This is an optimization exercise on Yosys and OpenROAD, whose aim is small area, a short achievable clock period and few clock cycles, not a production implementation.
The RTL was checked by simulation tests, not by an equivalence proof against the original design.
No activity file was given, so power comes from the tool's default toggle rates.

==> job 5029 <==
// MyDesign
module MyDesign (clock, reset, go, rdAddress, wrAddress, WE, readbus, writebus, overflow, finished);
clock: 30.0 ns
lec_check: 0
abc_area: 1
cap_margin: 30
core_margin: 2
core_utilization: 35
place_density: 0.45
slew_margin: 30
run.sh (not shown) runs the stock make flow with config.mk's settings and CLKGATE_MAP_FILE= SYNTH_SCRIPT=/design/flow/synth_recipe.tcl, a recipe that flattens the netlist after the stock synthesis.
==> inputs of job 1978, as changes to job 5029 <==
--- a/flow/design.v
+++ b/flow/design.v
@@ -8,32 +8,33 @@
 wire        za = (ea == 8'd0), zb = (eb == 8'd0);
 wire        ia = (ea == 8'hff), ib = (eb == 8'hff);
 wire        na = ia & (a[22:0] != 23'd0), nb = ib & (b[22:0] != 23'd0);
 wire [1:0]  cls = (na | nb | (ia & zb) | (ib & za)) ? 2'd3 :
                   (ia | ib) ? 2'd2 : (za | zb) ? 2'd1 : 2'd0;
 wire [47:0] ps, pc;
 mant_mul mm (.a({1'b1, a[22:0]}), .b({1'b1, b[22:0]}), .s(ps), .c(pc));
-reg [47:0] s1, c1;
+wire [21:0] lsum;
+wire        lco;
+ksadd #(.N(22)) lo (.a(ps[21:0]), .b(pc[21:0]), .ci(1'b0), .s(lsum), .co(lco));
+wire [21:0] zx = (ps[21:0] ^ pc[21:0]) ^ {(ps[20:0] | pc[20:0]), 1'b0};
+wire        lz = (zx == 22'd0);
+reg [25:0] s1, c1;
+reg        co1, lz1;
 reg [9:0]  e1;
 reg        sz1;
 reg [1:0]  cl1;
 always @(posedge clock) begin
-	s1 <= ps; c1 <= pc;
+	s1 <= ps[47:22]; c1 <= pc[47:22]; co1 <= lco; lz1 <= lz;
 	e1 <= {2'b0, ea} + {2'b0, eb} - 10'd127;
 	sz1 <= a[31] ^ b[31];
 	cl1 <= cls;
 end
-wire [21:0] lsum;
-wire        co1;
-ksadd #(.N(22)) lo (.a(s1[21:0]), .b(c1[21:0]), .ci(1'b0), .s(lsum), .co(co1));
-wire [21:0] zx = (s1[21:0] ^ c1[21:0]) ^ {(s1[20:0] | c1[20:0]), 1'b0};
-wire        lz1 = (zx == 22'd0);
 wire [25:0] p;
 wire        pco;
-ksadd #(.N(26)) hi (.a(s1[47:22]), .b(c1[47:22]), .ci(co1), .s(p), .co(pco));
+ksadd #(.N(26)) hi (.a(s1), .b(c1), .ci(co1), .s(p), .co(pco));
 wire        n1 = p[25];
 wire [23:0] m0 = n1 ? p[25:2] : p[24:1];
 wire        g  = n1 ? p[1] : p[0];
 wire        st = n1 ? (p[0] | ~lz1) : ~lz1;
 wire        up = g & (st | m0[0]);
 wire [23:0] mi;
 wire        mco;
@@ -103,37 +104,21 @@
 reg [27:0] sum1;
 reg [7:0]  el1;
 reg        sl1, spf1;
 reg [31:0] spv1;
 always @(posedge clock) begin
 	sum1 <= sum; el1 <= el; sl1 <= sl; spf1 <= spf; spv1 <= spv;
 end
-wire [31:0] lzx = {sum1[26:0], 1'b1, 4'b0000};
-wire [15:0] z1;  wire [15:0] c1z;           
-wire [7:0]  z2;  wire [15:0] c2z;           
-wire [3:0]  z3;  wire [11:0] c3z;           
-wire [1:0]  z4;  wire [7:0]  c4z;           
-genvar gi;
-generate for (gi = 0; gi < 16; gi = gi + 1) begin : l1
-	assign z1[gi]  = ~(lzx[2*gi+1] | lzx[2*gi]);
-	assign c1z[gi] = ~lzx[2*gi+1];
-end
-for (gi = 0; gi < 8; gi = gi + 1) begin : l2
-	assign z2[gi] = z1[2*gi+1] & z1[2*gi];
-	assign c2z[2*gi+1:2*gi] = z1[2*gi+1] ? {1'b1, c1z[2*gi]} : {1'b0, c1z[2*gi+1]};
-end
-for (gi = 0; gi < 4; gi = gi + 1) begin : l3
-	assign z3[gi] = z2[2*gi+1] & z2[2*gi];
-	assign c3z[3*gi+2:3*gi] = z2[2*gi+1] ? {1'b1, c2z[4*gi+1:4*gi]} : {1'b0, c2z[4*gi+3:4*gi+2]};
+reg  [4:0]  lz;
+integer     i;
+always @(*) begin
+	lz = 5'd27;
+	for (i = 0; i <= 26; i = i + 1)
+		if (sum1[i]) lz = 26 - i;
 end
-for (gi = 0; gi < 2; gi = gi + 1) begin : l4
-	assign z4[gi] = z3[2*gi+1] & z3[2*gi];
-	assign c4z[4*gi+3:4*gi] = z3[2*gi+1] ? {1'b1, c3z[6*gi+2:6*gi]} : {1'b0, c3z[6*gi+5:6*gi+3]};
-end endgenerate
-wire [4:0]  lz = z4[1] ? {1'b1, c4z[3:0]} : {1'b0, c4z[7:4]};
 wire [26:0] nl = sum1[26:0] << lz;
 wire [26:0] nr = {sum1[27:2], sum1[1] | sum1[0]};
 wire [26:0] nm = sum1[27] ? nr : nl;
 wire [9:0]  e1 = sum1[27] ? ({2'b0, el1} + 10'd1) : ({2'b0, el1} - {5'd0, lz});
 wire        up = nm[2] & (nm[1] | nm[0] | nm[3]);
 wire [24:0] mr = {1'b0, nm[26:3]} + {24'd0, up};
 wire [9:0]  e2 = e1 + {9'd0, mr[24]};
==> qor summary <==
Post-layout nets: job 5029 14810; job 1978 13670
Multiplexer share of the synthesized area: job 5029 0.0003019; job 1978 0.001021
Critical register-to-register path endpoint: job 5029 XR[1]$_DFFE_PP_; job 1978 u_m1.lz1$_DFF_P_
Layout clock area frac: job 5029 0.04282; job 1978 0.04571
Rows: job 5029 199; job 1978 194
Layout cells sized above 1: job 5029 0.06144; job 1978 0.06587
Crit share post-route: job 5029 0.2787; job 1978 0.3083
Routed wire length: job 5029 571700 um; job 1978 577700 um
Outcome: job 5029 finished clean; job 1978 finished clean
Total number of vias: job 5029 105800; job 1978 99370
Destination of the critical timing path: job 5029 XR[1]$_DFFE_PP_; job 1978 u_m1.lz1$_DFF_P_
Area share of and/or/nand/nor cells after synthesis: job 5029 0.2216; job 1978 0.1842
RePlAce Congestion: job 5029 1.016; job 1978 1.041
Switching power share of the total: job 5029 0.3321; job 1978 0.3409
Testbench counts of job 5029, summed over its fixed seeds: cycles 9,928.
Testbench counts of job 1978, summed over its fixed seeds: cycles 9,928.

==> run D <==
MyDesign, a different RTL version from the one above (not shown whole).
==> flow/config.mk <==
export PLATFORM = sky130hd
export DESIGN_NAME = MyDesign
export DESIGN_NICKNAME = MyDesign
export VERILOG_FILES = /design/flow/design.v
export SDC_FILE = /design/flow/constraint.sdc
export NUM_CORES = 8
export LEC_CHECK = 0
export ABC_AREA = 1
export CAP_MARGIN = 50
export CORE_MARGIN = 2
export CORE_UTILIZATION = 35
export CTS_CLUSTER_DIAMETER = 105
export CTS_CLUSTER_SIZE = 20
export PLACE_DENSITY = 0.45
export SLEW_MARGIN = 80
==> flow/constraint.sdc <==
create_clock -name core_clock -period 30.0 [get_ports {clock}]
set_input_delay 6.0000 -clock core_clock [delete_from_list [all_inputs] [get_ports {clock}]]
set_output_delay 6.0000 -clock core_clock [all_outputs]
set_load 0.01 [all_outputs]
==> run P: changes against run D <==
--- a/flow/design.v
+++ b/flow/design.v
@@ -28,31 +28,27 @@
 	sz1 <= a[31] ^ b[31];
 	cl1 <= cls;
 end
 wire [21:0] lsum;
 wire        co1;
 ksadd #(.N(22)) lo (.a(s1[21:0]), .b(c1[21:0]), .ci(1'b0), .s(lsum), .co(co1));
 wire [21:0] zx = (s1[21:0] ^ c1[21:0]) ^ {(s1[20:0] | c1[20:0]), 1'b0};
 wire        lz1 = (zx == 22'd0);
-wire [25:0] p0, p1;
-ksadd2 #(.N(26)) hi (.a(s1[47:22]), .b(c1[47:22]), .s0(p0), .s1(p1));
-wire [25:0] p = co1 ? p1 : p0;
+wire [25:0] p;
+wire        pco;
+ksadd #(.N(26)) hi (.a(s1[47:22]), .b(c1[47:22]), .ci(co1), .s(p), .co(pco));
 wire        n1 = p[25];
-wire        up1 = p[0] & (~lz1 | p[1]);                
-wire        up2 = p[1] & (p[0] | ~lz1 | p[2]);         
-wire [23:0] i2, i1;
-wire        c2, c1i;
-ksinc #(.N(24)) inc2 (.a(p[25:2]), .ci(1'b1), .s(i2), .co(c2));
-ksinc #(.N(24)) inc1 (.a(p[24:1]), .ci(1'b1), .s(i1), .co(c1i));
-wire [23:0] r1m = up1 ? i1 : p[24:1];
-wire [23:0] r2m = up2 ? i2 : p[25:2];
-wire        mc1 = up1 & c1i, mc2 = up2 & c2;
-wire [23:0] mi = n1 ? r2m : r1m;
-wire        mco = n1 ? mc2 : mc1;
+wire [23:0] m0 = n1 ? p[25:2] : p[24:1];
+wire        g  = n1 ? p[1] : p[0];
+wire        st = n1 ? (p[0] | ~lz1) : ~lz1;
+wire        up = g & (st | m0[0]);
+wire [23:0] mi;
+wire        mco;
+ksinc #(.N(24)) inc (.a(m0), .ci(up), .s(mi), .co(mco));
 wire [22:0] mf = mco ? 23'd0 : mi[22:0];
 wire        k2 = n1 & mco, k0 = ~n1 & ~mco, k1 = ~k2 & ~k0;
 wire        ez = (k0 & zk1[0]) | (k1 & zk1[1]) | (k2 & zk1[2]);
 wire        ei = (k0 & ik1[0]) | (k1 & ik1[1]) | (k2 & ik1[2]);
 wire [7:0]  ex = ({8{k0}} & x0) | ({8{k1}} & x1) | ({8{k2}} & x2);
 reg  [31:0] zr;
 always @(*) begin
 	if (cl1 == 2'd3)                       zr = 32'h7fc00000;
@@ -71,58 +67,58 @@
 input         en2;
 output reg [31:0] z;
 output     [31:0] zn;       
 wire        sa = a[31], sb = ~b[31];
 wire [7:0]  ea = a[30:23], eb = b[30:23];
 wire        za = (ea == 8'd0), zb = (eb == 8'd0);
 wire        ia = (ea == 8'hff), ib = (eb == 8'hff);
 wire        na = ia & (a[22:0] != 23'd0), nb = ib & (b[22:0] != 23'd0);
-wire [8:0]  dab;
-wire [7:0]  dba;
-wire        dco, dco2;
-ksadd #(.N(9)) xab (.a({1'b0, ea}), .b(~{1'b0, eb}), .ci(1'b1), .s(dab), .co(dco));
-ksadd #(.N(8)) xba (.a(eb), .b(~ea), .ci(1'b1), .s(dba), .co(dco2));
+wire [8:0]  dab = {1'b0, ea} - {1'b0, eb};
+wire [7:0]  dba = eb - ea;
 wire        egt = ~dab[8] & (dab[7:0] != 8'd0);      
 wire        elt = dab[8];                             
 wire        mlt = a[22:0] < b[22:0];                  
 wire        swap = elt | (~egt & mlt);
 wire        sl = swap ? sb : sa;
 wire [7:0]  el = elt ? eb : ea;
-wire [23:0] ma = za ? 24'd0 : {1'b1, a[22:0]};
-wire [23:0] mb = zb ? 24'd0 : {1'b1, b[22:0]};
-wire [23:0] mx = elt ? mb : ma;
+wire [7:0]  d  = elt ? dba : dab[7:0];
+wire [23:0] mx = elt ? {1'b1, b[22:0]} : {1'b1, a[22:0]};
+wire [23:0] my = elt ? {1'b1, a[22:0]} : {1'b1, b[22:0]};
 wire        sub = sa ^ sb;
-wire [26:0] bx = {mb, 3'b000};
-wire [26:0] ax = {ma, 3'b000};
-wire [4:0]  dcb = dab[4:0], dca = dba[4:0];
-wire        bigb = (dab[7:0] > 8'd26), biga = (dba > 8'd26);
-wire [26:0] bsh = bx >> dcb;
-wire [26:0] ash = ax >> dca;
-wire        bstk = (bx & ~(27'h7ffffff << dcb)) != 27'd0;
-wire        astk = (ax & ~(27'h7ffffff << dca)) != 27'd0;
-wire [26:0] ayb = bigb ? {26'd0, ~zb} : {bsh[26:1], bsh[0] | bstk};
-wire [26:0] aya = biga ? {26'd0, ~za} : {ash[26:1], ash[0] | astk};
-wire [26:0] ay = elt ? aya : ayb;
+wire        big = (d > 8'd26);
+wire [4:0]  dc = d[4:0];
+wire [26:0] yx = {my, 3'b000};
+wire [26:0] ysh = yx >> dc;
+wire [26:0] ymask = ~(27'h7ffffff << dc);
+wire        ystk = (yx & ymask) != 27'd0;
+wire [26:0] ay = big ? 27'd1 : {ysh[26:1], ysh[0] | ystk};
 wire [26:0] lx = {mx, 3'b000};
-wire [27:0] sumf;
-wire        sco;
-ksadd #(.N(28)) sadd (.a({1'b0, lx}), .b(sub ? ~{1'b0, ay} : {1'b0, ay}), .ci(sub), .s(sumf), .co(sco));
+wire [27:0] sumf = sub ? ({1'b0, lx} - {1'b0, ay}) : ({1'b0, lx} + {1'b0, ay});
 wire [23:0] mdr = {1'b1, b[22:0]} - {1'b1, a[22:0]};
 wire        rev = ~egt & ~elt & sub & mlt;
 wire [27:0] sum = rev ? {1'b0, mdr, 3'b000} : sumf;
-wire        spn = na | nb | (ia & ib & (sa ^ sb));
-wire        spf = spn | ia | ib | (za & zb);
-wire        spi = ia | ib;
-wire        sps = ia ? sa : ib ? sb : (sa & sb);
+reg  [31:0] spv;
+reg         spf;
+always @(*) begin
+	spf = 1'b1;
+	if (na | nb | (ia & ib & (sa ^ sb))) spv = 32'h7fc00000;
+	else if (ia)        spv = {sa, 8'hff, 23'd0};
+	else if (ib)        spv = {sb, 8'hff, 23'd0};
+	else if (za & zb)   spv = {sa & sb, 31'd0};
+	else if (za)        spv = {sb, b[30:0]};
+	else if (zb)        spv = a;
+	else begin          spv = 32'd0; spf = 1'b0; end
+end
 reg [27:0] sum1;
 reg [7:0]  el1;
-reg        sl1, spf1, spn1, spi1, sps1;
+reg        sl1, spf1;
+reg [31:0] spv1;
 always @(posedge clock) begin
-	sum1 <= sum; el1 <= el; sl1 <= sl; spf1 <= spf; spn1 <= spn; spi1 <= spi; sps1 <= sps;
+	sum1 <= sum; el1 <= el; sl1 <= sl; spf1 <= spf; spv1 <= spv;
 end
 wire [31:0] lzx = {sum1[26:0], 1'b1, 4'b0000};
 wire [15:0] z1;  wire [15:0] c1z;           
 wire [7:0]  z2;  wire [15:0] c2z;           
 wire [3:0]  z3;  wire [11:0] c3z;           
 wire [1:0]  z4;  wire [7:0]  c4z;           
 genvar gi;
 generate for (gi = 0; gi < 16; gi = gi + 1) begin : l1
@@ -147,17 +143,17 @@
 wire [26:0] nm = sum1[27] ? nr : nl;
 wire [9:0]  e1 = sum1[27] ? ({2'b0, el1} + 10'd1) : ({2'b0, el1} - {5'd0, lz});
 wire        up = nm[2] & (nm[1] | nm[0] | nm[3]);
 wire [24:0] mr = {1'b0, nm[26:3]} + {24'd0, up};
 wire [9:0]  e2 = e1 + {9'd0, mr[24]};
 wire [22:0] mf = mr[24] ? mr[23:1] : mr[22:0];
 reg  [31:0] zr;
 always @(*) begin
-	if (spf1)                              zr = spn1 ? 32'h7fc00000 : {sps1, {8{spi1}}, 23'd0};
+	if (spf1)                              zr = spv1;
 	else if (sum1 == 28'd0)                zr = 32'd0;
 	else if (e2[9] | (e2[8:0] == 9'd0))    zr = {sl1, 31'd0};
 	else if (e2[8] | (e2[7:0] == 8'hff))   zr = {sl1, 8'hff, 23'd0};
 	else                                   zr = {sl1, e2[7:0], mf};
 end
 assign zn = zr;
 always @(posedge clock) if (en2) z <= zr;
 endmodule
@@ -1067,32 +1063,33 @@
 wire [1:0]  c0 = (na | nb | (za & zb) | (ia & ib)) ? 2'd3 :
                  (ia | zb) ? 2'd2 :
                  (za | ib) ? 2'd1 : 2'd0;
 wire [24:0] r1a, r1b;
 wire        r1ac, r1bc;
 ksadd #(.N(25)) sub1a (.a({1'b0, ma}), .b(~{1'b0, mb}), .ci(1'b1), .s(r1a), .co(r1ac));
 ksadd #(.N(25)) sub1b (.a({ma, 1'b0}), .b(~{1'b0, mb}), .ci(1'b1), .s(r1b), .co(r1bc));
 wire [24:0] r1 = lt ? r1b : r1a;
-reg [23:0] r, d1;
+reg [23:0] r;
+wire [23:0] d1 = mb;    
 reg [25:0] d3;
 reg [24:0] q;
 reg [9:0]  x;
 reg        s;
 reg [1:0]  c;
 reg [3:0]  n;
 reg        rnd;
 wire [23:0] ra, rb;
 wire [1:0]  qa;
 wire        qb;
 dstep4 sa_ (r,  d1, {d1, 1'b0}, d3, ra, qa);
 dstep2 sb_ (ra, d1, rb, qb);
 always @(posedge clock) begin
 	if (go) begin
-		r <= r1[23:0]; d1 <= mb; d3 <= {1'b0, mb, 1'b0} + {2'b00, mb};
+		r <= r1[23:0]; d3 <= {1'b0, mb, 1'b0} + {2'b00, mb};
 		q <= 25'd1;
 		x <= x0; s <= sa ^ sb; c <= c0;
 		n <= 4'd8;
 	end else if (n != 4'd0) begin
 		r <= rb; q <= {q[21:0], qa, qb};
 		n <= n - 4'd1;
 	end
 	rnd <= (n == 4'd1) & ~go;
==> flow/config.mk (replaced) <==
export PLATFORM = sky130hd
export DESIGN_NAME = MyDesign
export DESIGN_NICKNAME = MyDesign
export VERILOG_FILES = /design/flow/design.v
export SDC_FILE = /design/flow/constraint.sdc
export NUM_CORES = 8
export LEC_CHECK = 0
export ABC_AREA = 1
export CAP_MARGIN = 30
export CORE_MARGIN = 2
export CORE_UTILIZATION = 35
export CTS_CLUSTER_DIAMETER = 200
export CTS_CLUSTER_SIZE = 20
export PLACE_DENSITY = 0.45
export SLEW_MARGIN = 30
==> run B: changes against run D <==
--- a/flow/design.v
+++ b/flow/design.v
@@ -71,46 +71,40 @@
 input         en2;
 output reg [31:0] z;
 output     [31:0] zn;       
 wire        sa = a[31], sb = ~b[31];
 wire [7:0]  ea = a[30:23], eb = b[30:23];
 wire        za = (ea == 8'd0), zb = (eb == 8'd0);
 wire        ia = (ea == 8'hff), ib = (eb == 8'hff);
 wire        na = ia & (a[22:0] != 23'd0), nb = ib & (b[22:0] != 23'd0);
-wire [8:0]  dab;
-wire [7:0]  dba;
-wire        dco, dco2;
-ksadd #(.N(9)) xab (.a({1'b0, ea}), .b(~{1'b0, eb}), .ci(1'b1), .s(dab), .co(dco));
-ksadd #(.N(8)) xba (.a(eb), .b(~ea), .ci(1'b1), .s(dba), .co(dco2));
+wire [8:0]  dab = {1'b0, ea} - {1'b0, eb};
+wire [7:0]  dba = eb - ea;
 wire        egt = ~dab[8] & (dab[7:0] != 8'd0);      
 wire        elt = dab[8];                             
 wire        mlt = a[22:0] < b[22:0];                  
 wire        swap = elt | (~egt & mlt);
 wire        sl = swap ? sb : sa;
 wire [7:0]  el = elt ? eb : ea;
+wire [7:0]  d  = elt ? dba : dab[7:0];
 wire [23:0] ma = za ? 24'd0 : {1'b1, a[22:0]};
 wire [23:0] mb = zb ? 24'd0 : {1'b1, b[22:0]};
 wire [23:0] mx = elt ? mb : ma;
+wire [23:0] my = elt ? ma : mb;
+wire        zy = elt ? za : zb;
 wire        sub = sa ^ sb;
-wire [26:0] bx = {mb, 3'b000};
-wire [26:0] ax = {ma, 3'b000};
-wire [4:0]  dcb = dab[4:0], dca = dba[4:0];
-wire        bigb = (dab[7:0] > 8'd26), biga = (dba > 8'd26);
-wire [26:0] bsh = bx >> dcb;
-wire [26:0] ash = ax >> dca;
-wire        bstk = (bx & ~(27'h7ffffff << dcb)) != 27'd0;
-wire        astk = (ax & ~(27'h7ffffff << dca)) != 27'd0;
-wire [26:0] ayb = bigb ? {26'd0, ~zb} : {bsh[26:1], bsh[0] | bstk};
-wire [26:0] aya = biga ? {26'd0, ~za} : {ash[26:1], ash[0] | astk};
-wire [26:0] ay = elt ? aya : ayb;
+wire        big = (d > 8'd26);
+wire [4:0]  dc = d[4:0];
+wire [26:0] yx = {my, 3'b000};
+wire [26:0] ysh = yx >> dc;
+wire [26:0] ymask = ~(27'h7ffffff << dc);
+wire        ystk = (yx & ymask) != 27'd0;
+wire [26:0] ay = big ? {26'd0, ~zy} : {ysh[26:1], ysh[0] | ystk};
 wire [26:0] lx = {mx, 3'b000};
-wire [27:0] sumf;
-wire        sco;
-ksadd #(.N(28)) sadd (.a({1'b0, lx}), .b(sub ? ~{1'b0, ay} : {1'b0, ay}), .ci(sub), .s(sumf), .co(sco));
+wire [27:0] sumf = sub ? ({1'b0, lx} - {1'b0, ay}) : ({1'b0, lx} + {1'b0, ay});
 wire [23:0] mdr = {1'b1, b[22:0]} - {1'b1, a[22:0]};
 wire        rev = ~egt & ~elt & sub & mlt;
 wire [27:0] sum = rev ? {1'b0, mdr, 3'b000} : sumf;
 wire        spn = na | nb | (ia & ib & (sa ^ sb));
 wire        spf = spn | ia | ib | (za & zb);
 wire        spi = ia | ib;
 wire        sps = ia ? sa : ib ? sb : (sa & sb);
 reg [27:0] sum1;
@@ -1067,32 +1061,33 @@
 wire [1:0]  c0 = (na | nb | (za & zb) | (ia & ib)) ? 2'd3 :
                  (ia | zb) ? 2'd2 :
                  (za | ib) ? 2'd1 : 2'd0;
 wire [24:0] r1a, r1b;
 wire        r1ac, r1bc;
 ksadd #(.N(25)) sub1a (.a({1'b0, ma}), .b(~{1'b0, mb}), .ci(1'b1), .s(r1a), .co(r1ac));
 ksadd #(.N(25)) sub1b (.a({ma, 1'b0}), .b(~{1'b0, mb}), .ci(1'b1), .s(r1b), .co(r1bc));
 wire [24:0] r1 = lt ? r1b : r1a;
-reg [23:0] r, d1;
+reg [23:0] r;
+wire [23:0] d1 = mb;    
 reg [25:0] d3;
 reg [24:0] q;
 reg [9:0]  x;
 reg        s;
 reg [1:0]  c;
 reg [3:0]  n;
 reg        rnd;
 wire [23:0] ra, rb;
 wire [1:0]  qa;
 wire        qb;
 dstep4 sa_ (r,  d1, {d1, 1'b0}, d3, ra, qa);
 dstep2 sb_ (ra, d1, rb, qb);
 always @(posedge clock) begin
 	if (go) begin
-		r <= r1[23:0]; d1 <= mb; d3 <= {1'b0, mb, 1'b0} + {2'b00, mb};
+		r <= r1[23:0]; d3 <= {1'b0, mb, 1'b0} + {2'b00, mb};
 		q <= 25'd1;
 		x <= x0; s <= sa ^ sb; c <= c0;
 		n <= 4'd8;
 	end else if (n != 4'd0) begin
 		r <= rb; q <= {q[21:0], qa, qb};
 		n <= n - 4'd1;
 	end
 	rnd <= (n == 4'd1) & ~go;
==> flow/config.mk (replaced) <==
export PLATFORM = sky130hd
export DESIGN_NAME = MyDesign
export DESIGN_NICKNAME = MyDesign
export VERILOG_FILES = /design/flow/design.v
export SDC_FILE = /design/flow/constraint.sdc
export NUM_CORES = 8
export LEC_CHECK = 0
export ABC_AREA = 1
export CAP_MARGIN = 30
export CORE_MARGIN = 2
export CORE_UTILIZATION = 35
export CTS_CLUSTER_DIAMETER = 105
export CTS_CLUSTER_SIZE = 20
export PLACE_DENSITY = 0.45
export SLEW_MARGIN = 30
==> run G: changes against run D <==
==> flow/config.mk (replaced) <==
export PLATFORM = sky130hd
export DESIGN_NAME = MyDesign
export DESIGN_NICKNAME = MyDesign
export VERILOG_FILES = /design/flow/design.v
export SDC_FILE = /design/flow/constraint.sdc
export NUM_CORES = 8
export LEC_CHECK = 0
export ABC_AREA = 1
export CAP_MARGIN = 30
export CORE_MARGIN = 2
export CORE_UTILIZATION = 35
export PLACE_DENSITY = 0.45
export SLEW_MARGIN = 30
==> summary.txt <==
Multi-input gate share of total cell area: run B 57.3%; run G 55.9%; run D 55.2%; run P 56.7%
Fraction of synthesized area in multiplexers: run B 0.0381%; run G 0.0189%; run D 0.0189%; run P 0.0615%
Complex-gate fraction of the synthesized area: run B 15.4%; run G 15.2%; run D 15.2%; run P 16.6%
Comb pwr: run B 0.00212 W; run G 0.00223 W; run D 0.00249 W; run P 0.00189 W
GR met1 Demand/Resource: run B 47.5%; run G 48.9%; run D 49.6%; run P 47.7%
Total number of vias: run B 110k; run G 111k; run D 115k; run P 103k
Hold_sp: run B overflow; run G u_s.z[17]; run D RB[25]; run P overflow
WP buf/inv: run B 7; run G 4; run D 1; run P 1
Result of the run: run B timing/DRC/antenna clean; run G timing/DRC/antenna clean; run D timing/DRC/antenna clean; run P timing/DRC/antenna clean
Worst-case hold slack: run B 0.465 ns; run G 0.442 ns; run D 0.435 ns; run P 0.472 ns
Final std cells w/o fill: run B 18.2k; run G 18.4k; run D 19.2k; run P 17.1k
Hold path endpoint: run B overflow; run G PH9[17]; run D RB2[25]; run P overflow
Finished layout cell area: run B 0.115 mm2; run G 0.118 mm2; run D 0.134 mm2; run P 0.110 mm2
Number of antenna violations at the first check in global routing: run B 44; run G 53; run D 48; run P 42
# placed instances: run B 18.0k; run G 18.1k; run D 18.9k; run P 17.0k
Wirelength per Cell: run B 33.0 um; run G 33.8 um; run D 32.5 um; run P 32.3 um
Total wire length after detailed routing: run B 600,000 um; run G 620,000 um; run D 623,000 um; run P 554,000 um
Cell with the biggest individual delay on the critical path: run B edfxtp_1; run G nand2_2; run D clkdlybuf4s50_1; run P clkdlybuf4s50_1
Number of instances in the synthesized netlist: run B 14.2k; run G 14.3k; run D 14.3k; run P 13.3k
Maximum fanout along the worst path: run B 26; run G 38; run D 2; run P 1
Register share of the cell area: run B 25.2%; run G 25.1%; run D 22.1%; run P 26.7%
Starting DRT DRC Count: run B 13.7k; run G 14.9k; run D 14.7k; run P 13.8k
Worst hold path depth: run B 2; run G 0; run D 0; run P 2
Non-clock inverter count in the final layout: run B 2,235; run G 2,183; run D 2,183; run P 2,034
Testbench counts of run D, summed over its fixed seeds: cycles 9,864.
Testbench counts of run P, summed over its fixed seeds: cycles 9,864.
Testbench counts of run B, summed over its fixed seeds: cycles 9,864.
Testbench counts of run G, summed over its fixed seeds: cycles 9,864.

[port drivers added, routing unchanged]
No port has a modelled driver above. Below, the same layouts with a new extraction and two added sets of constraints.
Step 1: set_driving_cell puts a clkbuf_16 on clock and a buf_2 on each other input, an assumption about the parent block.
Step 2 also shifts input and output timing later by t, the mid clock arrival at the registers, as if the neighbouring blocks saw the same clock.
Three values: no drivers, after step 1, after step 2; two values: the first two.
run	t (ns)	slack for setup (ns)	slew at the worst register clock pin (ns)
job 5029	0.989	21.638 / 21.638 / 21.638	0.07 / 0.07
job 1978	0.954	20.752 / 20.752 / 20.752	0.07 / 0.07
run D	0.988	22.159 / 22.046 / 22.478	0.10 / 0.10
run P	0.853	22.128 / 22.020 / 22.195	0.11 / 0.11
run B	0.968	21.903 / 21.903 / 21.730	0.11 / 0.11
run G	0.980	22.095 / 22.048 / 21.976	0.07 / 0.07
After both steps setup and hold are still met in every run listed. The setup slack of run B, which loses most, moves by 0.000 ns with the drivers and by -0.173 ns with both steps.
